Context: an optimization exercise on an open-source flow, tuned for small area. The choices shown serve that exercise and are no tape-out recipe. The RTL was checked by simulation tests, not by an equivalence proof against the original design. No activity file was given, so power comes from the tool's default toggle rates.

==> flow/design.v <==
`timescale 1ns / 1ps
module clkgen_200KHz(
    input clk_100MHz,
    input rst,
    output tick_200KHz
    );
    reg [7:0] counter;
    reg clk_reg;
    always @(posedge clk_100MHz or posedge rst) begin
        if(rst) begin
            counter <= 8'h00;
            clk_reg <= 1'b1;
        end
        else if(counter == 24) begin
            counter <= 8'h00;
            clk_reg <= ~clk_reg;
        end
        else
            counter <= counter + 1;
    end
    assign tick_200KHz = (counter == 24) && !clk_reg;
endmodule
`timescale 1ns / 1ps
module clkgen_1Hz(
    input clk_100MHz,
    input rst,
    output tick_1Hz
    );
    localparam [26:0] HALF_PERIOD = 27'd14999;
    reg [26:0] counter;
    reg clk_reg;
    always @(posedge clk_100MHz or posedge rst) begin
        if(rst) begin
            counter <= 27'd0;
            clk_reg <= 1'b1;
        end
        else if(counter == HALF_PERIOD) begin
            counter <= 27'd0;
            clk_reg <= ~clk_reg;
        end
        else
            counter <= counter + 1;
    end
    assign tick_1Hz = (counter == HALF_PERIOD) && !clk_reg;
endmodule
`timescale 1ns / 1ps
module temperature_sensor_interface(
    input clk,
    input rst,
    input tick_200KHz,
    input sda_in,
    output sda_out,
    output sda_oe,
    output [7:0] temperature_output,
    output sensor_clock
);
wire data_line_direction;
reg [3:0] clock_divider;
reg clock_signal;
assign sensor_clock = clock_signal;
parameter [7:0] device_identifier = 8'b1001_0111;
reg [7:0] temperature_msb;
reg [7:0] temperature_lsb;
reg output_bit;
reg [11:0] cycle_counter;
reg [7:0] temperature_buffer;
localparam [4:0] INITIALIZATION = 5'h00,
TRANSMISSION_START = 5'h01,
ADDRESS_TRANSMISSION_6 = 5'h02,
ADDRESS_TRANSMISSION_5 = 5'h03,
ADDRESS_TRANSMISSION_4 = 5'h04,
ADDRESS_TRANSMISSION_3 = 5'h05,
ADDRESS_TRANSMISSION_2 = 5'h06,
ADDRESS_TRANSMISSION_1 = 5'h07,
ADDRESS_TRANSMISSION_0 = 5'h08,
READ_WRITE_MODE = 5'h09,
ACKNOWLEDGMENT_RECEPTION = 5'h0A,
MSB_RECEPTION_7 = 5'h0B,
MSB_RECEPTION_6 = 5'h0C,
MSB_RECEPTION_5 = 5'h0D,
MSB_RECEPTION_4 = 5'h0E,
MSB_RECEPTION_3 = 5'h0F,
MSB_RECEPTION_2 = 5'h10,
MSB_RECEPTION_1 = 5'h11,
MSB_RECEPTION_0 = 5'h12,
ACKNOWLEDGMENT_TRANSMISSION = 5'h13,
LSB_RECEPTION_7 = 5'h14,
LSB_RECEPTION_6 = 5'h15,
LSB_RECEPTION_5 = 5'h16,
LSB_RECEPTION_4 = 5'h17,
LSB_RECEPTION_3 = 5'h18,
LSB_RECEPTION_2 = 5'h19,
LSB_RECEPTION_1 = 5'h1A,
LSB_RECEPTION_0 = 5'h1B,
NO_ACKNOWLEDGMENT = 5'h1C;
reg [4:0] current_state;
wire input_bit;
always @(posedge clk or posedge rst) begin
    if(rst) begin
        clock_divider <= 4'b0;
        clock_signal <= 1'b1;
        temperature_msb <= 8'b0;
        temperature_lsb <= 8'b0;
        output_bit <= 1'b1;
        cycle_counter <= 12'b0;
        current_state <= INITIALIZATION;
    end
    else if(tick_200KHz) begin
    if(clock_divider == 9) begin
        clock_divider <= 4'b0;
        clock_signal <= ~clock_signal;
    end
    else
        clock_divider <= clock_divider + 1;
        cycle_counter <= cycle_counter + 1;
        case(current_state)
        INITIALIZATION: begin
            if(cycle_counter == 12'd1999)
            current_state <= TRANSMISSION_START;
        end
        TRANSMISSION_START: begin
            if(cycle_counter == 12'd2004)
            output_bit <= 1'b0;
            if(cycle_counter == 12'd2013)
            current_state <= ADDRESS_TRANSMISSION_6;
        end
        ADDRESS_TRANSMISSION_6: begin
            output_bit <= device_identifier[7];
            if(cycle_counter == 12'd2033)
            current_state <= ADDRESS_TRANSMISSION_5;
        end
        ADDRESS_TRANSMISSION_5: begin
            output_bit <= device_identifier[6];
            if(cycle_counter == 12'd2053)
            current_state <= ADDRESS_TRANSMISSION_4;
        end
        ADDRESS_TRANSMISSION_4: begin
            output_bit <= device_identifier[5];
            if(cycle_counter == 12'd2073)
            current_state <= ADDRESS_TRANSMISSION_3;
        end
        ADDRESS_TRANSMISSION_3: begin
            output_bit <= device_identifier[4];
            if(cycle_counter == 12'd2093)
            current_state <= ADDRESS_TRANSMISSION_2;
        end
        ADDRESS_TRANSMISSION_2: begin
            output_bit <= device_identifier[3];
            if(cycle_counter == 12'd2113)
            current_state <= ADDRESS_TRANSMISSION_1;
        end
        ADDRESS_TRANSMISSION_1: begin
            output_bit <= device_identifier[2];
            if(cycle_counter == 12'd2133)
            current_state <= ADDRESS_TRANSMISSION_0;
        end
        ADDRESS_TRANSMISSION_0: begin
            output_bit <= device_identifier[1];
            if(cycle_counter == 12'd2153)
            current_state <= READ_WRITE_MODE;
        end
        READ_WRITE_MODE: begin
            output_bit <= device_identifier[0];
            if(cycle_counter == 12'd2169)
            current_state <= ACKNOWLEDGMENT_RECEPTION;
        end
        ACKNOWLEDGMENT_RECEPTION: begin
            if(cycle_counter == 12'd2189)
            current_state <= MSB_RECEPTION_7;
        end
        MSB_RECEPTION_7: begin
            temperature_msb[7] <= input_bit;
            if(cycle_counter == 12'd2209)
            current_state <= MSB_RECEPTION_6;
        end
        MSB_RECEPTION_6: begin
            temperature_msb[6] <= input_bit;
            if(cycle_counter == 12'd2229)
            current_state <= MSB_RECEPTION_5;
        end
        MSB_RECEPTION_5: begin
            temperature_msb[5] <= input_bit;
            if(cycle_counter == 12'd2249)
            current_state <= MSB_RECEPTION_4;       
        end
        MSB_RECEPTION_4: begin
            temperature_msb[4] <= input_bit;
            if(cycle_counter == 12'd2269)
            current_state <= MSB_RECEPTION_3;
        end
        MSB_RECEPTION_3: begin
            temperature_msb[3] <= input_bit;
            if(cycle_counter == 12'd2289)
            current_state <= MSB_RECEPTION_2;
        end
        MSB_RECEPTION_2: begin
        temperature_msb[2] <= input_bit;
        if(cycle_counter == 12'd2309)
        current_state <= MSB_RECEPTION_1;
        end
        MSB_RECEPTION_1: begin
            temperature_msb[1] <= input_bit;
            if(cycle_counter == 12'd2329)
                current_state <= MSB_RECEPTION_0;   
        end
        MSB_RECEPTION_0: begin
        output_bit <= 1'b0;
        temperature_msb[0] <= input_bit;
        if(cycle_counter == 12'd2349)
        current_state <= ACKNOWLEDGMENT_TRANSMISSION;
    end
    ACKNOWLEDGMENT_TRANSMISSION: begin
    if(cycle_counter == 12'd2369)
    current_state <= LSB_RECEPTION_7;
    end
    LSB_RECEPTION_7: begin
    temperature_lsb[7] <= input_bit;
    if(cycle_counter == 12'd2389)
        current_state <= LSB_RECEPTION_6;
    end
    LSB_RECEPTION_6: begin
        temperature_lsb[6] <= input_bit;
        if(cycle_counter == 12'd2409)
            current_state <= LSB_RECEPTION_5;
    end
    LSB_RECEPTION_5: begin
        temperature_lsb[5] <= input_bit;
        if(cycle_counter == 12'd2429)
            current_state <= LSB_RECEPTION_4;
    end
    LSB_RECEPTION_4: begin
        temperature_lsb[4] <= input_bit;
        if(cycle_counter == 12'd2449)
            current_state <= LSB_RECEPTION_3;
    end
    LSB_RECEPTION_3: begin
        temperature_lsb[3] <= input_bit;
        if(cycle_counter == 12'd2469)
            current_state <= LSB_RECEPTION_2;
    end
    LSB_RECEPTION_2: begin
        temperature_lsb[2] <= input_bit;
        if(cycle_counter == 12'd2489)   
            current_state <= LSB_RECEPTION_1;
    end
    LSB_RECEPTION_1: begin
        temperature_lsb[1] <= input_bit;
        if(cycle_counter == 12'd2509)   
            current_state <= LSB_RECEPTION_0;
    end
    LSB_RECEPTION_0: begin
        output_bit <= 1'b1; 
        temperature_lsb[0] <= input_bit;
        if(cycle_counter == 12'd2529)
            current_state <= NO_ACKNOWLEDGMENT; 
    end
    NO_ACKNOWLEDGMENT: begin
        if(cycle_counter == 12'd2559) begin
        cycle_counter <= 12'd2000;
        current_state <= TRANSMISSION_START;
    end
end
endcase
    end
end
always @(posedge clk or posedge rst)
if(rst)
    temperature_buffer <= 8'b0;
else if(tick_200KHz && current_state == NO_ACKNOWLEDGMENT)
    temperature_buffer <= { temperature_msb[6:0], temperature_lsb[7] };
assign data_line_direction = (
current_state == INITIALIZATION || current_state == TRANSMISSION_START || 
current_state == ADDRESS_TRANSMISSION_6 || current_state == ADDRESS_TRANSMISSION_5 ||
current_state == ADDRESS_TRANSMISSION_4 || current_state == ADDRESS_TRANSMISSION_3 ||
current_state == ADDRESS_TRANSMISSION_2 || current_state == ADDRESS_TRANSMISSION_1 ||
current_state == ADDRESS_TRANSMISSION_0 || current_state == READ_WRITE_MODE ||
current_state == ACKNOWLEDGMENT_TRANSMISSION || current_state == NO_ACKNOWLEDGMENT) ? 1 : 0;
assign sda_oe = data_line_direction;
assign sda_out = output_bit;
assign input_bit = sda_in;
assign temperature_output = temperature_buffer;
endmodule
`timescale 1ns / 1ps
module tempConverter(
    input [7:0] c,
    output reg[7:0] f
    );
    reg [15:0] a;
    reg [7:0] b,d;
    always@(*)begin
        a = c * 9;
        b = a / 5;
        f = b + 32;
    end
endmodule
`timescale 1ns / 1ps
module seg7c(
    input clk_100MHz,                
    input rst,                       
    input [7:0] display_data,        
    input [7:0] f_data,              
    output reg [6:0] SEG,            
    output reg [7:0] AN              
    );
    wire [3:0] f_tens, f_ones;
    wire [3:0] display_tens, display_ones;
    assign f_tens = f_data / 10;            
    assign f_ones = f_data % 10;            
    assign display_tens = display_data / 10;            
    assign display_ones = display_data % 10;            
    parameter ZERO  = 7'b000_0001;   
    parameter ONE   = 7'b100_1111;   
    parameter TWO   = 7'b001_0010;   
    parameter THREE = 7'b000_0110;   
    parameter FOUR  = 7'b100_1100;   
    parameter FIVE  = 7'b010_0100;   
    parameter SIX   = 7'b010_0000;   
    parameter SEVEN = 7'b000_1111;   
    parameter EIGHT = 7'b000_0000;   
    parameter NINE  = 7'b000_0100;   
    parameter DEG   = 7'b001_1100;   
    parameter F     = 7'b011_1000;   
    reg [2:0] anode_select;          
    reg [16:0] anode_timer;          
    always @(posedge clk_100MHz or posedge rst) begin
        if(rst) begin
            anode_timer <= 0;
            anode_select <= 0;
        end
        else if(anode_timer == 99_999) begin          
            anode_timer <= 0;                    
            anode_select <=  anode_select + 1;
        end
        else
            anode_timer <=  anode_timer + 1;
    end
    always @(anode_select) begin
        case(anode_select) 
            3'o0 : AN = 8'b1111_1110;
            3'o1 : AN = 8'b1111_1101;
            3'o2 : AN = 8'b1111_1011;
            3'o3 : AN = 8'b1111_0111;
            3'o4 : AN = 8'b1110_1111;
            3'o5 : AN = 8'b1101_1111;
            3'o6 : AN = 8'b1011_1111;
            3'o7 : AN = 8'b0111_1111;
        endcase
    end
    always @*
        case(anode_select)
            3'o0 : SEG = F;     
            3'o1 : SEG = DEG;   
            3'o2 : begin        
                        case(display_ones)
                            4'b0000 : SEG = ZERO;
                            4'b0001 : SEG = ONE;
                            4'b0010 : SEG = TWO;
                            4'b0011 : SEG = THREE;
                            4'b0100 : SEG = FOUR;
                            4'b0101 : SEG = FIVE;
                            4'b0110 : SEG = SIX;
                            4'b0111 : SEG = SEVEN;
                            4'b1000 : SEG = EIGHT;
                            4'b1001 : SEG = NINE;
                            default : SEG = 7'b111_1111;   
                        endcase
                    end
            3'o3 : begin        
                        case(display_tens)
                            4'b0000 : SEG = ZERO;
                            4'b0001 : SEG = ONE;
                            4'b0010 : SEG = TWO;
                            4'b0011 : SEG = THREE;
                            4'b0100 : SEG = FOUR;
                            4'b0101 : SEG = FIVE;
                            4'b0110 : SEG = SIX;
                            4'b0111 : SEG = SEVEN;
                            4'b1000 : SEG = EIGHT;
                            4'b1001 : SEG = NINE;
                            default : SEG = 7'b111_1111;   
                        endcase
                    end
            3'o4 : SEG = F;     
            3'o5 : SEG = DEG;   
            3'o6 : begin        
                        case(f_ones)
                            4'b0000 : SEG = ZERO;
                            4'b0001 : SEG = ONE;
                            4'b0010 : SEG = TWO;
                            4'b0011 : SEG = THREE;
                            4'b0100 : SEG = FOUR;
                            4'b0101 : SEG = FIVE;
                            4'b0110 : SEG = SIX;
                            4'b0111 : SEG = SEVEN;
                            4'b1000 : SEG = EIGHT;
                            4'b1001 : SEG = NINE;
                            default : SEG = 7'b111_1111;   
                        endcase
                    end
            3'o7 : begin        
                        case(f_tens)
                            4'b0000 : SEG = ZERO;
                            4'b0001 : SEG = ONE;
                            4'b0010 : SEG = TWO;
                            4'b0011 : SEG = THREE;
                            4'b0100 : SEG = FOUR;
                            4'b0101 : SEG = FIVE;
                            4'b0110 : SEG = SIX;
                            4'b0111 : SEG = SEVEN;
                            4'b1000 : SEG = EIGHT;
                            4'b1001 : SEG = NINE;
                            default : SEG = 7'b111_1111;   
                        endcase
                    end             
        endcase  
endmodule
`timescale 1ns / 1ps
module setTemperature(
    input [1:0]   selectionSW,    
    input         CLK100MHZ,         
    input [7:0] set_temp,              
    input [7:0] ave_temp,              
    input [7:0] max_temp,             
    input [7:0] min_temp,             
    output reg[7:0] display_reg           
    );
    always@(posedge CLK100MHZ)begin
        case(selectionSW)
            2'b00: begin
                display_reg <= set_temp;
            end
            2'b01: begin
                display_reg <= ave_temp;
            end
            2'b10: begin
                display_reg <= min_temp;
            end
            2'b11: begin
                display_reg <= max_temp;
            end
        endcase
    end
endmodule
`timescale 1ns / 1ps
module BRAMController ( 
     input wire clk,  
     input wire tick,  
     input wire rst,  
     input wire [7:0] new_temp,  
     input wire new_temp_valid,  
     output reg [7:0] avg_temp,  
     output reg [7:0] max_temp,  
     output reg [7:0] min_temp  
     ); 
     reg [7:0] bram [0:9];  
     reg [3:0] write_pointer;  
     reg [11:0] temp_sum;  
     reg [7:0] max_calc, min_calc;
     integer i;  
     always @(*) begin
            temp_sum = 0; 
            max_calc = 8'd1; 
            min_calc = 8'd255; 
            for (i = 0; i < 10; i = i + 1) 
                begin temp_sum = temp_sum + bram[i]; 
                if (bram[i] > max_calc) max_calc = bram[i]; 
                if (bram[i] < min_calc) min_calc = bram[i]; 
            end 
     end
     always @(posedge clk or posedge rst) begin 
        if (rst) begin  
            write_pointer <= 0; 
            avg_temp <= 8'd0; 
            max_temp <= 8'd0; 
            min_temp <= 8'd255;
            for (i = 0; i < 10; i = i + 1) begin 
                bram[i] <= 8'd0; 
            end 
            end 
            else if (tick && new_temp_valid) begin 
            bram[write_pointer] <= new_temp; 
            write_pointer <= (write_pointer + 1) % 10; 
            max_temp <= max_calc;
            min_temp <= min_calc;
            avg_temp <= temp_sum / 10; 
        end 
    end
 endmodule
`timescale 1ns / 1ps
module temp_controller(
    input[7:0] current_temp,
    input [7:0] set_temp,
    output reg red,
    output reg blue
    );
    always@(*)begin
        red = (current_temp < set_temp) ? 1'b1 : 1'b0;
        blue = (current_temp > set_temp) ? 1'b1 : 1'b0; 
    end
endmodule
`timescale 1ns / 1ps
module top(
    input [1:0]   selectionSW,       
    input [7:0]   desired_temp,       
    input         CLK100MHZ,         
    input         rst,
    input         TMP_SDA_i,         
    output        TMP_SDA_o,         
    output        TMP_SDA_oe,        
    output        TMP_SCL,           
    output [6:0]  SEG,               
    output [7:0]  AN,                
    output [15:0] LED,                
    output redLED,
    output blueLED
    );
    wire w_200KHz;                   
    wire w_1Hz;                      
    wire [7:0] c_data;               
    wire [7:0] f_data;               
    wire [7:0] display_data;         
    wire [7:0] ave_temp;
    wire [7:0] min_temp;
    wire [7:0] max_temp;
temperature_sensor_interface i2cmaster(
    .clk(CLK100MHZ),
    .rst(rst),
    .tick_200KHz(w_200KHz),
    .sda_in(TMP_SDA_i),
    .sda_out(TMP_SDA_o),
    .sda_oe(TMP_SDA_oe),
    .temperature_output(c_data),
    .sensor_clock(TMP_SCL)
    );
clkgen_200KHz clkgen(
    .clk_100MHz(CLK100MHZ),
    .rst(rst),
    .tick_200KHz(w_200KHz)
    );
clkgen_1Hz clkgen1(
    .clk_100MHz(CLK100MHZ),
    .rst(rst),
    .tick_1Hz(w_1Hz)
    ); 
seg7c segcontrol(
    .clk_100MHz(CLK100MHZ),
    .rst(rst),
    .display_data(display_data),
    .f_data(f_data),
    .SEG(SEG),
    .AN(AN)
    );
tempConverter tempconv(
    .c(c_data),
    .f(f_data)
    );
setTemperature set(
    .set_temp(desired_temp),
    .ave_temp(ave_temp),
    .max_temp(max_temp),
    .min_temp(min_temp),
    .selectionSW(selectionSW),
    .CLK100MHZ(CLK100MHZ),
    .display_reg(display_data)
    );
 BRAMController bram( 
    .clk(CLK100MHZ),
    .tick(w_1Hz),
    .rst(rst),      
    .new_temp(f_data), 
    .new_temp_valid(1'b1), 
    .avg_temp(ave_temp), 
    .max_temp(max_temp), 
    .min_temp(min_temp) 
    );
temp_controller heater_ac(
    .current_temp(f_data),
    .set_temp(desired_temp),
    .red(redLED),
    .blue(blueLED)
    );
assign LED = {display_data, f_data};
endmodule
==> flow/run.sh <==
#!/bin/bash
# synth_recipe.tcl (not shown) runs the flow's synth.tcl, then flattens the netlist and writes it again
# the make line also repeats each setting of config.mk as NAME=value (left out here)
make -C /OpenROAD-flow-scripts/flow DESIGN_CONFIG=/design/flow/config.mk WORK_HOME=/design/flow/orfs CLKGATE_MAP_FILE= SYNTH_SCRIPT=/design/flow/synth_recipe.tcl finish
==> flow/config.mk <==
export PLATFORM = sky130hd
export DESIGN_NAME = top
export DESIGN_NICKNAME = top
export VERILOG_FILES = /design/flow/design.v
export SDC_FILE = /design/flow/constraint.sdc
export NUM_CORES = 4
export LEC_CHECK = 0
export CAP_MARGIN = 20
export CORE_MARGIN = 2
export CORE_UTILIZATION = 40
export SLEW_MARGIN = 20
==> flow/constraint.sdc <==
create_clock -name core_clock -period 25.0 [get_ports {CLK100MHZ}]
set_input_delay 5.0000 -clock core_clock [delete_from_list [all_inputs] [get_ports {CLK100MHZ}]]
set_output_delay 5.0000 -clock core_clock [all_outputs]
set_load 0.01 [all_outputs]
==> results_dict.tcl <==
set metrics [dict create \
    run_status "no timing/DRC/antenna violations" \
    via_count 20900 \
    power.density_cell_area_nw_per_um2 34.0 \
    via_count_of_the_first_global_routing_pass 20100 \
    rsz0062_at_grt "no" \
    cts_max_path_buffers 3 \
    synth.lib_cells_used.distinct 110 \
    clock_share_of_power 0.530 \
    clk_pin_slew_ns 0.06 \
    drt_drc_violations_left 0 \
    hold_fix_buffers_at_cts 0 \
    asyncSetResetFlopFracSynth 0.962 \
    dpl.hpwl_um 53100 \
    cts_max_level 1 \
    setup_slack_ns 6.33 \
    clock_tree.root_cell "sky130_fd_sc_hd__clkbuf_16" \
    worstSkewPairLatency_ns 0.60 \
    drt_pass1_iterations 5 \
    number_of_flip_flops_under_the_largest_register_name 80 \
    fp.dieW_um 242 \
    final_layout_size_suffix_gt1_frac 0.0696 \
    detail_routed_net_length_per_standard_cell_um 19.4 \
    avgSynthCellArea_um2 8.16 \
    syn_area_um2 22600 \
    crit_path_top_delay_cell "sky130_fd_sc_hd__o41ai_2" \
    global_route.overflow_total 0 \
    finalClockSkew_ns 0.0430 \
    power.sequential.fraction 0.410 \
    cts.repair.resized 0 \
    fp.coreArea_um2 56200 \
    critPathArrivalTime_ns 19.15 \
    dominantRegCellSynth "sky130_fd_sc_hd__dfrtp_1" \
    yosys_warnings 9 \
    cp_max_fo 16 \
    cpPeakStageDelay_ns 0.94 \
    final-hold-violation-count 0 \
    buffer_ports.inserted 48 \
    via_per_inst 5.93 \
    final_max_slew_viol_count 0 \
    synth.yosys.seq_area_share 0.234 \
    grtUsageTotal 0.231 \
    power.ir.vdd_worst_v 0.0000471 \
    grt_pass1_wl_um 111000 \
    totalWireLength_um 68500 \
    drv.max_cap_violation_count 0 \
    cts_buffers 28 \
    relSlewSlack 0.296 \
    sw_frac_of_total 0.244 \
    largest_register "bram.bram" \
    row_count 87 \
    post-route-period-util 0.747 \
    postcts_setup_bufs 0 \
    fmax_ghz 0.0536 \
    grt_antenna_before_repair 0 \
    power_frac_comb 0.060 \
    power_report.internal_total_uw 637 \
    worstHoldPathType "reg2reg" \
    period_needed_ns 18.67 \
    floorplan.initialDensity 0.402 \
    worstSetupEndpointType "flip-flop" \
    netSwitchingPower_uw 205 \
    gp_congestion 0.950 \
    number_of_clock_sinks_seen_by_cts 212 \
    grt_max_degree 138 \
    synthesis.nets 3068 \
    p_leak_nw 10.9 \
    timing.final.setup_violations 0 \
    ant_nets 0 \
    cp_data_required_time_ns 25.49 \
    post-place-ws_ns 6.76 \
    io-pin-count 49 \
    largestRegisters "bram.bram: 80 flops, clkgen1.counter: 27 flops, segcontrol.anode_timer: 17 flops" \
    timing_worst_slew_pin_value_ns 1.05 \
    path_class "reg2reg" \
    drt_iter0_drc 1631 \
    syn_inst 2770 \
    antenna-diode-count 0 \
    floorplan.die_area_um2 58400 \
    synth_seq_cells 212 \
    nets 3049 \
    area_overhead_vs_synth_pct 9.61 \
    dieHeight_um 242 \
    setup_total_negative_slack_ns 0 \
    count_of_flip_flops_with_a_built_in_enable_after_synthesis 0 \
    startpoint_type "flip-flop" \
    clock_tree_from_tritoncts "built" \
]
## power by group through the flow
| stage | logic, mW | clock network [mW] | registers, mW |
|---|---|---|---|
| after floorplan | 0.0375 | 0 | 0.351 |
| after detailed placement | 0.0498 | 0 | 0.351 |
| after global placement | 0.0481 | 0 | 0.351 |
| after CTS | 0.0501 | 0.455 | 0.345 |
| after global routing | 0.0572 | 0.471 | 0.345 |
| final | 0.0503 | 0.447 | 0.345 |
## critical path, delay by kind of cell, from the launching register on
| kind | cells | cell delay, ns |
|---|---|---|
| simple gates | 15 | 3.46 |
| mux | 2 | 0.83 |
| buf+inv | 4 | 0.52 |
| flops | 1 | 0.46 |
| compound gates | 39 | 10.86 |
| fa+ha+maj | 9 | 2.43 |
## per-layer routing
| metal | share of wire | vias up | GRT usage |
|---|---|---|---|
| met5 | 0 | - | 0 |
| met2 | 0.46 | 629 | 0.379 |
| met3 | 0.052 | 98 | 0.0231 |
| met1 | 0.47 | 10100 | 0.326 |
| li1 | - | 10100 | - |
| met4 | 0.023 | 0 | 0.0574 |
## cells in the final DEF (no fill, tap or decap), types with 28 or more instances in the layout
cell type                         Yosys  final
sky130_fd_sc_hd__ha_1               228    228
sky130_fd_sc_hd__xor2_1              41     40
sky130_fd_sc_hd__clkdlybuf4s50_1      0     48
sky130_fd_sc_hd__a21o_1              56     56
sky130_fd_sc_hd__inv_1              177    176
sky130_fd_sc_hd__clkbuf_16            0     28
sky130_fd_sc_hd__nand2_1            313    313
sky130_fd_sc_hd__fa_1                57     57
sky130_fd_sc_hd__a31oi_1             44     44
sky130_fd_sc_hd__nor3_1              55     54
sky130_fd_sc_hd__mux2i_1             51     51
sky130_fd_sc_hd__o21ai_0            219    219
sky130_fd_sc_hd__and3_1              40     40
sky130_fd_sc_hd__nor2b_1             37     37
sky130_fd_sc_hd__o211ai_1            43     43
sky130_fd_sc_hd__nand3_1             90     90
sky130_fd_sc_hd__mux2_2              50     50
sky130_fd_sc_hd__xnor2_1             61     61
sky130_fd_sc_hd__dfrtp_1            192    192
sky130_fd_sc_hd__nand4_1             33     33
sky130_fd_sc_hd__a211oi_1            33     33
sky130_fd_sc_hd__nand2b_1            29     29
sky130_fd_sc_hd__nor2_1             213    213
sky130_fd_sc_hd__a21oi_1            166    166
sky130_fd_sc_hd__o21a_1              34     34
## synth_stat cells (9+ instances only)
master | number | area (um2)
sky130_fd_sc_hd__a31oi_1 | 44 | 275
sky130_fd_sc_hd__nor2b_1 | 37 | 231
sky130_fd_sc_hd__nand2_1 | 313 | 1170
sky130_fd_sc_hd__nand2b_1 | 29 | 181
sky130_fd_sc_hd__a211o_1 | 13 | 114
sky130_fd_sc_hd__o32ai_1 | 9 | 78.8
sky130_fd_sc_hd__o21ai_1 | 15 | 75.1
sky130_fd_sc_hd__or3_1 | 16 | 100
sky130_fd_sc_hd__o22ai_1 | 17 | 106
sky130_fd_sc_hd__nand4_1 | 33 | 206
sky130_fd_sc_hd__and3_1 | 40 | 250
sky130_fd_sc_hd__mux2i_1 | 51 | 510
sky130_fd_sc_hd__o21bai_1 | 9 | 67.6
sky130_fd_sc_hd__ha_1 | 228 | 2850
sky130_fd_sc_hd__a211oi_1 | 33 | 248
sky130_fd_sc_hd__nor3b_1 | 10 | 75.1
sky130_fd_sc_hd__nor3_1 | 55 | 275
sky130_fd_sc_hd__inv_1 | 177 | 664
sky130_fd_sc_hd__nand3_1 | 90 | 450
sky130_fd_sc_hd__a21oi_1 | 166 | 831
sky130_fd_sc_hd__dfstp_2 | 12 | 315
sky130_fd_sc_hd__nor4_1 | 21 | 131
sky130_fd_sc_hd__a21o_1 | 56 | 420
sky130_fd_sc_hd__o21ai_0 | 219 | 1100
sky130_fd_sc_hd__o211ai_1 | 43 | 323
sky130_fd_sc_hd__and2_1 | 19 | 119
sky130_fd_sc_hd__fa_1 | 57 | 1140
sky130_fd_sc_hd__a2111oi_0 | 10 | 87.6
sky130_fd_sc_hd__xor2_1 | 41 | 359
sky130_fd_sc_hd__clkbuf_1 | 94 | 353
sky130_fd_sc_hd__o31ai_1 | 16 | 120
sky130_fd_sc_hd__o221ai_1 | 9 | 78.8
sky130_fd_sc_hd__mux2_2 | 50 | 563
sky130_fd_sc_hd__a221oi_1 | 11 | 96.3
sky130_fd_sc_hd__o21a_1 | 34 | 255
sky130_fd_sc_hd__xnor2_1 | 61 | 534
sky130_fd_sc_hd__o2111ai_1 | 15 | 131
sky130_fd_sc_hd__nor2_1 | 213 | 800
sky130_fd_sc_hd__dfrtp_1 | 192 | 4800
## worst paths after layout
kind	cells past startpoint	end	startpoint	slack (ns)
setup / recovery	69	bram.min_temp[1]$_DFFE_PP1P_	bram.bram[0][1]$_DFFE_PP0P_	6.33
min in group asynchronous	2	segcontrol.anode_timer[8]$_DFF_PP0_	rst	4.85
max in group asynchronous	4	bram.bram[3][3]$_DFFE_PP0P_	rst	18.44
setup reg to reg	69	bram.min_temp[1]$_DFFE_PP1P_	bram.bram[0][1]$_DFFE_PP0P_	6.33
hold / removal	2	bram.max_temp[6]$_DFFE_PP0P_	bram.max_temp[6]$_DFFE_PP0P_	0.48
hold reg to reg	2	bram.max_temp[6]$_DFFE_PP0P_	bram.max_temp[6]$_DFFE_PP0P_	0.48
## cell families (layout without fill, tap and decap cells)
family | Yosys count | in the layout | synth area share
compound gates | 830 | 830 | 0.245
xor+xnor | 103 | 103 | 0.0405
fa+ha+maj | 289 | 289 | 0.179
buf+inv | 301 | 303 | 0.0517
flops | 212 | 212 | 0.234
mux | 109 | 109 | 0.0555
simple gates | 926 | 926 | 0.195
## cell type report
class	count	area, um2
Fill cell	5613	31400
Inverter	186	708
Tap cell	756	946
Timing Repair Buffer	66	636
Multi-Input combinational cell	2257	16200
Sequential cell	212	5280
Clock buffer	36	781
Clock inverter	15	244
## per-stage QoR
stage | std cells | util | total power, mW | hold slack, ns | instance area (um2)
6_report | 3528 | 0.441 | 0.842 | 0.477 | 24800
5_1_grt | 3528 | 0.441 | 0.874 | 0.500 | 24800
4_1_cts | 3527 | 0.440 | 0.851 | 0.478 | 24700
3_5_place_dp | 3476 | 0.422 | 0.401 | 0.465 | 23700
3_3_place_gp | 3476 | 0.422 | 0.399 | 0.457 | 23700
2_1_floorplan | 2770 | - | 0.388 | 0.441 | 22600

[afterwards: timing with drivers on the ports]
The results above use ideal ports. As a check the final layout listed here was re-extracted and re-timed, cells and wires unchanged. Step 1 assumes that a clkbuf_16 drives the clock port and a buf_2 every other input. Step 2 times the ports against the registers' clock, not the clock port: input delays grow and output delays shrink by t, the midpoint of the rising clock arrivals with the driver on. Three values: ideal ports, drivers, drivers and shift; two values: the first two.
shift t [ns]: 0.630
setup WS [ns]: 6.332 / 6.332 / 6.332
clock arrival spread, ns: 0.044 / 0.044
slew at the worst register clock pin (ns): 0.07 / 0.07
After both steps setup and hold are still met in this run. The setup slack of this run moves by 0.000 ns with the drivers and by 0.000 ns with both steps.
